Source: an optimization exercise on an open RTL-to-GDS flow (aim: small area). Production flows keep margins and buffers that such runs may drop.
The RTL was checked by simulation tests, not by an equivalence proof against the original design.

**design.v**
```verilog
module	Compare_fp(Max,Min, A, B);
	input [31:0]	A, B;
	output reg [31:0] Max,Min;
	wire sign;
	assign sign = A[31] ^ B[31];
	always @ (*) begin
		if (sign) begin
			if (A[31] == 1) begin
				Max = B;
                		Min = A;
            		end
			else begin
               			Min = B;
				Max = A;
            		end
		end else begin
			if (A[31]==1) begin
				if (A[30:0]>B[30:0])begin
                   			Max = B;
                    			Min = A;
               		 	end
				else begin
					Max = A;
                    			Min = B;
                		end
			end else begin
				if (A[30:0]>B[30:0])begin
					Max = A;
                    			Min = B;
                		end
				else begin
					Max = B;
                    			Min = A;
                		end
			end
		end
	end
endmodule
module Select_RGB( 
    output reg[31:0] S1,
    output reg[31:0] S2,
    output reg[31:0] corner,
    input  [31:0] Max,
    input  [31:0] R,
    input  [31:0] G,
    input  [31:0] B
);
    always @(*) begin
        case (Max)
            R : begin
                S1 = G;
                S2 = B;
                corner = 32'b0;
                end
            G : begin
                S1 = B;
                S2 = R;
                corner = 32'h42F00000;
                end
            B : begin
                S1 = R;
                S2 = G;
                corner = 32'h43700000;
                end
            default: begin
                S1 = 32'b0;
                S2 = 32'b0;
                corner = 32'b0;
                end
        endcase  
    end
endmodule
module addSub( o, a, b, s);
	input s;
	input [31:0] a, b;
	output reg[31:0] o;
	reg [23:0] aM, bM, sM;
	reg [23:0]	tM;
	reg [7:0] aE, bE, tE;
	reg aS, bS, tS, x;
	always @ (*) begin
		aM[23:0] = {1'b1,a[22:0]};
		bM[23:0] = {1'b1,b[22:0]};
		aE[7:0] = a[30:23];
		bE[7:0] = b[30:23]; 
		aS = a[31];
		bS = s?~b[31]:b[31];
		if (aE[7:0] > bE[7:0]) begin
			tE = aE - bE;	
			bM = bM >> tE;	
			tE = aE;
		end else if (bE[7:0] > aE[7:0]) begin
			tE = bE - aE;
			aM = aM >> tE;	
			tE = bE;
		end else begin
			tE = aE;
		end
		if ((aS^bS)==1'b1) begin  
			if (aM>=bM) begin
				{x,tM} = aM - bM;
				if (bM==aM) begin
					tS = 0;
				end else begin
					tS = aS;
				end
			end else begin
				{x,tM} = bM - aM;
				tS = bS;
			end
			if(tM[23]==1) begin
					tM = tM;
			end else if (tM[22]==1) begin
					tM = tM << 1;
					tE = tE - 8'd1;
			end else if (tM[21]==1) begin
					tM = tM << 2;
					tE = tE - 8'd2;
			end else if (tM[20]==1) begin
					tM = tM << 3;
					tE = tE - 8'd3;
			end else if (tM[19]==1) begin
					tM = tM << 4;
					tE = tE - 8'd4;
			end else if (tM[18]==1) begin
					tM = tM << 5;
					tE = tE - 8'd5;
			end else if (tM[17]==1) begin
					tM = tM << 6;
					tE = tE - 8'd6;
			end else if (tM[16]==1) begin
					tM = tM << 7;
					tE = tE - 8'd7;
			end else if (tM[15]==1) begin
					tM = tM << 8;
					tE = tE - 8'd8;
			end else if (tM[14]==1) begin
					tM = tM << 9;
					tE = tE - 8'd9;
			end else if (tM[13]==1) begin
					tM = tM << 10;
					tE = tE - 8'd10;
			end else if (tM[12]==1) begin
					tM = tM << 11;
					tE = tE - 8'd11;
			end else if (tM[11]==1) begin
					tM = tM << 12;
					tE = tE - 8'd12;
			end else if (tM[10]==1) begin
					tM = tM << 13;
					tE = tE - 8'd13;
			end else if (tM[9]==1) begin
					tM = tM << 14;
					tE = tE - 8'd14;
			end else if (tM[8]==1) begin
					tM = tM << 15;
					tE = tE - 8'd15;
			end else if (tM[7]==1) begin
					tM = tM << 16;
					tE = tE - 8'd16;
			end else if (tM[6]==1) begin
					tM = tM << 17;
					tE = tE - 8'd17;
			end else if (tM[5]==1) begin
					tM = tM << 18;
					tE = tE - 8'd18;
			end else if (tM[4]==1) begin
					tM = tM << 19;
					tE = tE - 8'd19;
			end else if (tM[3]==1) begin
					tM = tM << 20;
					tE = tE - 8'd20;
			end else if (tM[2]==1) begin
					tM = tM << 21;
					tE = tE - 8'd21;
			end else if (tM[1]==1) begin
					tM = tM << 22;
					tE = tE - 8'd22;
			end else if (tM[0]==1) begin
					tM = tM << 23;
					tE = tE - 8'd23;
			end else begin
					tS = 0;
					tE = 0;
					tM = 0;
			end	
		end else begin  
			{x,tM} = aM + bM;
			if (x==1) begin
				tE = tE + 8'd1;
				tM = tM >> 1;
			end
			tS = aS;
		end
		o[31] = tS;
		o[30:23] = tE[7:0];
		o[22:0] = tM[22:0];
	end
endmodule
module div( o, a, b);
	input [31:0] a,b;
	output reg [31:0] o;
	wire [47:0] o1;
	wire [23:0] n = {1'b1, a[22:0]};
	wire [23:0] d = {1'b1, b[22:0]};
	reg  [24:0] q;
	reg  [24:0] r;
	integer i;
	always @(*) begin
		q[24] = (n >= d);
		r = q[24] ? {1'b0, n - d} : {1'b0, n};
		for (i = 23; i >= 0; i = i - 1) begin
			r = {r[23:0], 1'b0};
			q[i] = (r >= {1'b0, d});
			if (q[i]) r = r - {1'b0, d};
		end
	end
	assign o1 = {23'b0, q};
	always @(*)begin
		o[31] = a[31] ^ b[31];
			if (b[30:0]==0)
				o[31:0] = 32'hffffffff;
			else if(a[31:0]==0)
				o[31:0] = 0; 
			else if(b[22:0] == a[22:0]) begin 
				o[30:23] = a[30:23] + 8'd127 - b[30:23] ;
				o[22:0] = o1[22:0];
			end
			else if (a[22:0] > b[22:0]) begin 
				o[30:23] = a[30:23] + 8'd127 - b[30:23];
				o[22:0] = o1[23:1];
			end
			else begin
				o[30:23] = a[30:23] + 8'd127 - b[30:23]  - 8'd1;
				o[22:0] = o1[22:0];
			end
	end	
endmodule
module mul(Out, InA, InB);
	output [31:0] Out;
	input [31:0] InA, InB;
	reg [31:0] Out;
	reg sign;
	reg [7:0] expA, expB, PhanMu, expTemp;
	reg [47:0] mantise, mantiseB, mantiseA;
	reg [22:0]mantiseTemp;
	always @(*)
	begin
	sign = 1'b0;
	expA = 8'b0; expB = 8'b0; PhanMu = 8'b0; expTemp = 8'b0;
	mantise = 48'b0; mantiseB = 48'b0; mantiseA = 48'b0;
	mantiseTemp = 23'b0;
	if (InA == 32'b0 || InB == 32'b0)
			Out = 32'b0;
	else 
	begin
		sign = InA[31] ^ InB[31];
		expA = InA[30:23];
		expB = InB[30:23];
		mantiseA = {24'b0, 1'b1, InA[22:0]};
		mantiseB = {24'b0, 1'b1, InB[22:0]};
		PhanMu = (expA - 8'd127) + (expB - 8'd127) + 8'd127;
		mantise = mantiseA * mantiseB;
		begin
			if (mantise[47] == 1'b1)
			begin
				mantiseTemp = {mantise[46:24]};
				expTemp = PhanMu + 8'b1;
			end
			else
			begin
				mantiseTemp = {mantise[45:23]};
				expTemp = PhanMu;
			end
		end
		Out = {sign, expTemp, mantiseTemp};
	end
	end
endmodule
module Tier1_HSV(
    output [31:0] S1,
    output [31:0] S2,
    output [31:0] Corner,
    output [31:0] Delta_o,
    output [31:0] Max,
    input  [31:0] InR,
    input  [31:0] InG,
    input  [31:0] InB,
    input  [14:0] control_Tier1,
    input         Clk,
    input         reset
);
    wire [4:0]  Wr          = control_Tier1[4:0];
    wire [2:0]  Com_selA    = control_Tier1[6:5];
    wire        Com_selB    = control_Tier1[7];
    wire        t1_sel      = control_Tier1[8];
    wire        t2_sel      = control_Tier1[9];
    wire [4:0]  ctr_out     = control_Tier1[14:10];
    reg[31:0]   R;
    reg[31:0]   G;
    reg[31:0]   B;
    always @( posedge Clk or negedge reset) begin
        if(reset == 0) begin
            R <= 32'b0;
            G <= 32'b0;
            B <= 32'b0;
        end else if(Wr[0] == 1) begin
            R <= InR;
            G <= InG;
            B <= InB;
        end
    end
    wire[31:0]  compare_max;
    wire[31:0]  compare_min;
    reg[31:0]   t1;
    reg[31:0]   t2;
    wire [31:0] delta;
    wire [31:0] t1_temp;
    wire [31:0] t2_temp; 
    always @(posedge Clk or negedge reset) begin
        if(reset == 0 )begin
            t1 <= 32'b0;
            t2 <= 32'b0;
        end else begin
            if(Wr[1])
                t1 <= t1_temp;
            if(Wr[2])
                t2 <= t2_temp;
        end 
    end
    reg[31:0]   t3;
    always @(posedge Clk or negedge reset) begin
        if(reset == 0 )begin
            t3 <= 32'b0;
        end else if (Wr[3]) begin
            t3 <= compare_max;
        end
    end
    reg [31:0]  t4;
    reg [31:0]  t5;
    reg [31:0]  t6;
    wire [31:0] t4_temp;
    wire [31:0] t5_temp;
    wire [31:0] t6_temp;
    always @(posedge Clk or negedge reset) begin
        if(reset == 0 )begin
            t4  <= 32'b0;
            t5  <= 32'b0;
            t6  <= 32'b0;    
        end else if (Wr[4]) begin
            t4 <= t4_temp;
            t5 <= t5_temp;
            t6 <= t6_temp;
        end
    end
    assign t1_temp = t1_sel ? delta         : compare_min;
    assign t2_temp = t2_sel ? compare_min   : compare_max;
    Select_RGB sel_rgb( 
                        .S1(t4_temp),
                        .S2(t5_temp),
                        .corner(t6_temp),
                        .Max(t3),
                        .R(R),
                        .G(G),
                        .B(B)
    );
    wire [31:0] AA;
    wire [31:0] BB;
    assign AA = Com_selA[1]  ? t1 :   (Com_selA[0] ? t2 : R) ;
    assign BB = Com_selB     ? B  :   G  ;
    Compare_fp compare_fp(
                        .Max(compare_max),
                        .Min(compare_min),
                        .A(AA),
                        .B(BB)
    );
    addSub delta1( 
                .o(delta), 
                .a(t3), 
                .b(t2), 
                .s(1'b1)
    );
    assign S1       = (ctr_out[0]) ? t4 : 32'b0;
    assign S2       = (ctr_out[1]) ? t5 : 32'b0;
    assign Corner   = (ctr_out[2]) ? t6 : 32'b0;
    assign Max      = (ctr_out[3]) ? t3 : 32'b0;
    assign Delta_o  = (ctr_out[4]) ? t1 : 32'b0;
endmodule
module Tier2_HSV(
    output [31:0]   H,
    output [31:0]   S,
    output [31:0]   V,
    input  [31:0]   S1,
    input  [31:0]   S2,
    input  [31:0]   Corner,
    input  [31:0]   Delta,
    input  [31:0]   Max,
    input  [25:0]   Control,
    input           Clk,
    input           reset
);
    wire [5:0]Wr         =  Control[5:0];
    wire [5:0]Sel        =  Control[11:6];
    wire [4:0]Sel_addsub =  Control[16:12];
    wire [3:0]Sel_div    =  Control[20:17];
    wire [1:0]Sel_mul    =  Control[22:21];
    wire [2:0]ctr_out    =  Control[25:23];
    wire [31:0] wire_mul;
    wire [31:0] wire_addsub;
    wire [31:0] wire_div;
    reg[31:0] t1;
    wire[31:0] t1_temp;
    always @(posedge Clk or negedge reset) begin
        if(reset == 0 )
            t1 <= 32'b0;
        else if(Wr[0] == 1)
            t1 <= t1_temp;            
    end
    reg [31:0] t2;
    reg [31:0] t3;
    reg [31:0] t4;
    reg [31:0] t5;
    wire [31:0] t2_temp;
    wire [31:0] t3_temp;
    always @(posedge Clk or negedge reset) begin
        if(reset == 0)begin
            t2 <= 32'b0;
            t3 <= 32'b0;
            t4 <= 32'b0;
            t5 <= 32'b0;
        end else begin
	    if (Wr[1] == 1 ) begin
            	t2 <= t2_temp;
            	t3 <= t3_temp;
            end 
	    if (Wr[2] == 1)
            	t4 <= Corner;
	    if (Wr[3] == 1) 
                t5 <= wire_div;
	end
    end
    reg [31:0] t6;
    reg [31:0] t7;
    wire [31:0] t6_temp;
    wire [31:0] t7_temp;
    always @(posedge Clk or negedge reset) begin
        if(reset == 0 )begin
            t6 <= 32'b0;
            t7 <= 32'b0;
        end else begin
	   if (Wr[4] == 1)
            	t6 <= t6_temp;
           if(Wr[5] == 1)
            	t7 <= t7_temp;
	end 
    end
    assign t1_temp = (Sel[0]) ? wire_mul    : Max;
    assign t2_temp = (Sel[1]) ? wire_mul : S1;
    assign t3_temp = (Sel[2]) ? wire_div : S2;
    assign t6_temp = (Sel[4]) ? wire_addsub :(Sel[3] ? wire_div : wire_addsub);
    assign t7_temp = (Sel[5]) ? wire_addsub : Delta;
    wire [31:0] addsub_a;
    wire [31:0] addsub_b;
    wire addsub_s ;
    assign addsub_a = Sel_addsub[1] ? t7 : (Sel_addsub[0] ? t6 : t2);
    assign addsub_b = Sel_addsub[3] ?  32'h43B40000 : (Sel_addsub[2] ? t4 : t3);
    assign addsub_s = Sel_addsub[4] ?   1'b1 : 1'b0;
    addSub addsub1( .o(wire_addsub), .a(addsub_a), .b(addsub_b), .s(addsub_s));
    wire [31:0] div_a;
    wire [31:0] div_b;
    assign div_a = Sel_div[1] ? t2 : (Sel_div[0] ? t7: t1);
    assign div_b = Sel_div[3] ? t7 : (Sel_div[2] ? t1: 32'h40233333);
    div div1( .o(wire_div), .a(div_a), .b(div_b));
    wire[31:0] mul_a;
    wire[31:0] mul_b;
    assign mul_a = Sel_mul[0] ? t3              : t6;
    assign mul_b = Sel_mul[1] ? 32'h42C80000    : 32'h42700000;
    mul mul1(.Out(wire_mul), .InA(mul_a), .InB(mul_b));
    assign V = ctr_out[0] ? t5 : 32'b0;
    assign S = ctr_out[1] ? t1 : 32'b0;
    assign H = ctr_out[2] ?( (t7 == 32'hffffffff) ? 32'b0 : (t7[31] ? t6 : t7)) : 32'b0;
endmodule
module Controler(
    output reg[14:0]    control_Tier1,
    output reg[25:0]  	control_Tier2,
    output [2:0]	State_o,
    input       	Ready,
    input       	Start,
    input       	reset,
    input       	Clk
);
    reg[2:0] State;
    reg[2:0] NextState;
    always @(posedge Clk or negedge reset) begin
        if(reset == 0 ) 
            State <= 3'b0;
        else
            State <= NextState;
    end
    always @(*) begin
        case (State)
            0: begin
                NextState = 1;
                control_Tier1 = 15'b000000000000000;
                control_Tier2 = 26'b0;
            end
            1: begin
                NextState = 2;
                control_Tier1 = 15'b000000000000001;
                control_Tier2 = 26'b000_00_0101_00000_000110_000010;
            end
            2: begin
                NextState = 3;
                control_Tier1 = 15'b000000000000110;
                control_Tier2 = 26'b000_11_1010_00000_001001_010001;
            end
            3: begin
                NextState = 4;
                control_Tier1 = 15'b000000010101000;
                control_Tier2 = 26'b010_00_0000_00101_100000_100000;
            end
            4: begin
                NextState = 5;
                control_Tier1 = 15'b010001011110100;
		        control_Tier2 = 26'b001_00_0000_01010_010000_010001;
            end
            5: begin
                NextState = 6;
                control_Tier1 = 15'b001110100000010;
                control_Tier2 = 26'b100_00_0000_00000_000000_001110;
            end
	        6: begin
                NextState = 1;
                control_Tier1 = 15'b100000000000000;
                control_Tier2 = 26'b000_00_0000_10000_000000_110000;
            end
            default: begin
                control_Tier1 = 15'b0;
                control_Tier2 = 26'b0;
                NextState = 0;
            end
        endcase
    end
    assign State_o = State;
endmodule
module RGBtoHSV(
    output [31:0] H,
    output [31:0] S,
    output [31:0] V,
    output [31:0] S1,
    output [31:0] S2,
    output [31:0] Corner,
    output [31:0] Delta,
    output [31:0] Max,
    output [2:0]  State,
    input  [31:0] R,
    input  [31:0] G,
    input  [31:0] B,
    input         Clk,
    input         reset
);
   wire[14:0] Control1;
   wire[25:0] Control2;
   wire[31:0] Delta_t;
   wire[31:0] S1_t;
   wire[31:0] S2_t;
   wire[31:0] Corner_t;
   wire[31:0] Max_t;
   Tier1_HSV tier1(
	.S1(S1_t),
     	.S2(S2_t),
     	.Corner(Corner_t),
    	.Delta_o(Delta_t),
    	.Max(Max_t),
    	.InR(R),
   	.InG(G),
    	.InB(B),
	.control_Tier1(Control1),
    	.Clk(Clk),
   	.reset(reset)         
    );
    assign S1     = S1_t;
    assign S2     = S2_t;
    assign Corner = Corner_t;
    assign Delta  = Delta_t;
    assign Max    = Max_t; 
    Tier2_HSV tier2(
      	.H(H),
     	.S(S),
      	.V(V),
  	.S1(S1_t),
   	.S2(S2_t),
   	.Corner(Corner_t),
    	.Delta(Delta_t),
    	.Max(Max_t),
    	.Control(Control2),
    	.Clk(Clk),
    	.reset(reset)
    );
    Controler ctr(
   	.control_Tier1(Control1),
	.control_Tier2(Control2),
	.State_o(State),
   	.Ready(),
    	.Start(Start),
    	.reset(reset),
  	.Clk(Clk)
    );
endmodule
```
**constraint.sdc**
```tcl
create_clock -name core_clock -period 100.0 [get_ports {Clk}]
set_input_delay 20.0000 -clock core_clock [delete_from_list [all_inputs] [get_ports {Clk}]]
set_output_delay 20.0000 -clock core_clock [all_outputs]
set_load 0.01 [all_outputs]
```
**config.mk**
```make
export PLATFORM = sky130hd
export DESIGN_NAME = RGBtoHSV
export DESIGN_NICKNAME = RGBtoHSV
export VERILOG_FILES = /design/flow/design.v
export SDC_FILE = /design/flow/constraint.sdc
export NUM_CORES = 8
export LEC_CHECK = 0
export CAP_MARGIN = 20
export CORE_MARGIN = 2
export CORE_UTILIZATION = 45
export PLACE_DENSITY = 0.6
export SLEW_MARGIN = 20
```
**run.sh**
```bash
#!/bin/bash
# synth_recipe.tcl (not shown) runs the flow's synth.tcl, then flattens the netlist and writes it again
# the make line also repeats each setting of config.mk as NAME=value (left out here)
make -C /OpenROAD-flow-scripts/flow DESIGN_CONFIG=/design/flow/config.mk WORK_HOME=/design/flow/orfs CLKGATE_MAP_FILE= SYNTH_SCRIPT=/design/flow/synth_recipe.tcl finish
```
==> flow_metrics.tcl <==
set metrics [dict create \
    synth_seq_cells 457 \
    die_w_um 463.9 \
    setup_ws_ns 9.554 \
    synth-seq-area-share_pct 12.01 \
    slowest_stage "a31oi_1" \
    grt_pass1_vias 99510 \
    ys_types 197 \
    syn_area_um2 95190 \
    cts_resized 0 \
    grt_max_degree 171 \
    gp_congestion 1.021 \
    tns_ns 0 \
    cts_setup_buffers 0 \
    worstMarginPinSlew_ns 1.296 \
    crit_top_cell "a21o_1" \
    cts_made_buffers 50 \
    grt_antenna_before_repair 15 \
    max-clock-path-buffers 3 \
    port_buffers 331 \
    busiest_layer "met2" \
    die_h_um 463.9 \
    clkSlewWorstSetupHoldPaths_ns 0.07 \
    ys_top_cells_by_area "dfrtp_1, ha_1, a21oi_1, nand2_1, o21ai_0" \
    status "finished clean" \
    coreArea_um2 210000 \
    vias 106400 \
    clkSinkCount 457 \
    dieArea_um2 215200 \
    synthFlopType "dfrtp_1" \
    io_pins 357 \
    crit_arrival_ns 91.00 \
    worstSetupEndpointType "register" \
    seqCellArea_um2 11440 \
    finalCritPeriodShare_pct 90.45 \
    grt_overflow_total 0 \
    hpwl_mm 352.2 \
    slew_headroom_pct 12.67 \
    clockRootBuffer "clkbuf_16" \
    multi_input_area_um2 78840 \
    worst_path_largest_cell_delay_ns 1.00 \
    layout-drive-gt1-share_pct 7.375 \
    grt_use_met3_pct 6.519 \
    hold_viol_final 0 \
    fillers 21170 \
    grt_pass1_wl_mm 675.8 \
    period_needed_ns 90.45 \
    slew_violations 0 \
    hold_class "register to register" \
    num_rows 168 \
    groute.layer.met1.usage_pct 50.31 \
    yosysTopAreaCellShare_pct 12.01 \
    cts_htree_levels 2 \
    yosys_warnings 9 \
    drc_errors 0 \
    clk_latency_ns 0.68 \
    start_util_pct 45.33 \
    ant_nets 0 \
    crit_type "register to register" \
    crit_fanout 170 \
    fmax_ghz 0.01106 \
    synthesis.instances 13450 \
    crit_path_start_kind "register" \
    utilization_pct 49.00 \
    worst_clock_skew_ns 0.07677 \
    syn_to_final_growth_pct 8.087 \
    preCtsSetupSlack_ns 11.38 \
    drt-total-wl_mm 465.3 \
    drv_cap 0 \
    finalSetupViolations 0 \
    synth.avg_cell_area_um2 7.079 \
    rsz0062_at_grt "no" \
    final_nets 14300 \
    routedWlPerCell_um 28.96 \
    drt_first_pass_iters 8 \
    first_iter_violations 11130 \
    synth_top_cell_by_area "dfrtp_1" \
    required_ns 100.56 \
    synth_edf_count 0 \
    hold_buffers 0 \
    use_met2_pct 64.75 \
    ys_async_sr_fraction_pct 100.0 \
    grt_usage_pct 41.23 \
    viasPerCell 6.622 \
    cts_tree "built" \
]
-- final timing paths --
| path | slack (ns) | depth (start not counted) | end | start |
|---|---|---|---|---|
| setup / recovery | 9.55 | 432 | tier2.t5[0] | ctr.State[1] |
| hold / removal | 0.48 | 2 | tier2.t5[29] | tier2.t5[29] |
| setup reg to reg | 9.55 | 432 | tier2.t5[0] | ctr.State[1] |
| hold reg to reg | 0.48 | 2 | tier2.t5[29] | tier2.t5[29] |
| max in group asynchronous | 77.30 | 4 | tier2.t5[1] | reset |
| min in group asynchronous | 19.39 | 1 | tier1.R[2] | reset |
-- logic make-up after synthesis --
family	Yosys count	synth area share (%)
adders and majority gates	1025	14.02
AOI/OAI and AO/OA	4768	32.37
DFF	457	12.01
xor gates and xnor gates	899	8.400
muxes	494	5.636
other	2	0.007889
and+or+nand+nor	4370	21.18
buffers and inverters	1432	6.375
-- layout by cell type, fill, tap and decap left out, drive strengths merged, types with 140 or more instances in the layout --
cell              n
mux2            173
o211ai          275
a31oi           146
nand2b          169
mux2i           310
buf             298
o31ai           178
o21ai          1055
nand4           144
clkdlybuf4s50   330
nand2          1672
xor2            320
nor2           1179
nor3            242
nand3           217
dfrtp           457
a211oi          187
inv             460
a21o            467
and3            256
ha              913
o21bai          140
xnor2           575
a21oi          1492
-- per-layer routing --
metal,vias to the layer above,wire length (µm),share of wire [%]
li1,48310,-,-
met1,50880,178900,38
met2,5746,203300,44
met3,1445,38830,8.3
met4,12,44120,9.5
met5,-,107,0.023
-- critical path: cells and delay by family (launching register included) --
family | cells | cell delay [ns]
simple gates | 137 | 22.56
flops | 1 | 0.58
buf+inv | 9 | 2.85
xor+xnor | 1 | 0.16
compound gates | 248 | 51.89
mux | 9 | 2.72
fa+ha+maj | 28 | 9.35
-- area by class of cell --
| class | count | share of cell area (%) |
|---|---|---|
| Inverter | 470 | 1.723 |
| Clock inverter | 24 | 0.2748 |
| Sequential cell | 457 | 11.12 |
| Multi-Input combinational cell | 11600 | 76.63 |
| Clock buffer | 65 | 1.358 |
| Tap cell | 2805 | 3.411 |
| Antenna cell | 13 | 0.03162 |
| Timing Repair Buffer | 629 | 5.453 |
-- per-stage QoR --
step	cells	area [µm²]	hold WS [ns]
global route	16050	102900	0.4965
detailed placement	15960	101100	0.4592
floorplan	13490	95360	0.4355
global placement	15960	101100	0.4504
finish	16070	102900	0.4757
CTS	16050	102800	0.4745
-- registers in the layout, indices dropped and copies added (netlist names) --
register / flops
tier2.t3: 32
tier2.t7: 32
tier1.t2: 32
ctr.State: 3
tier1.t1: 32
tier2.t2: 32
tier1.t4: 32
tier2.t6: 32
tier1.t3: 32
tier1.B: 32
tier1.R: 32
tier1.t6: 3
tier2.t4: 3
tier2.t5: 32
tier1.t5: 32
tier1.G: 32
tier2.t1: 32
-- synth_stat cells, types with 40 or more instances --
cell type / instances
nand2_1: 1663
a21oi_1: 1480
nor2_1: 1172
o21ai_0: 1013
ha_1: 913
clkbuf_1: 727
xnor2_1: 572
dfrtp_1: 457
a21o_1: 454
inv_1: 452
xor2_1: 319
mux2i_1: 302
o211ai_1: 271
and3_1: 243
nor3_1: 236
nand3_1: 212
a211oi_1: 180
o31ai_1: 169
nand2b_1: 168
mux2_2: 163
nand4_1: 143
a31oi_1: 141
o21bai_1: 140
nor2b_1: 131
a221oi_1: 117
buf_1: 115
o21a_1: 86
fa_1: 79
o22ai_1: 77
and2_1: 76
nor4_1: 73
a22o_1: 55
or3_1: 53
a22oi_1: 47
buf_4: 41
a311oi_1: 40

## static timing again, ports no longer ideal
How much do the figures lean on ideal ports? The routed layout below was timed once more, with nothing changed but the port constraints.
Step 1: set_driving_cell puts a clkbuf_16 on Clk and a buf_2 on each other input, an assumption about the parent block.
Step 2 moves the port delays by t, midway between the first and last clock arrival at a register: inputs arrive t later, outputs are due t later. That takes back most of the time a late clock gives input paths.
Three values: no drivers, after step 1, after step 2; two values: the first two.
shift t [ns]: 0.715
setup slack, ns: 9.554 / 9.554 / 9.554
hold WS [ns]: 0.476 / 0.476 / 0.476
worst slew at a driven data input, ns: 0.05
After both steps setup and hold are still met in this run. For this run, drivers alone change the setup slack by 0.000 ns; drivers and shift together by 0.000 ns.
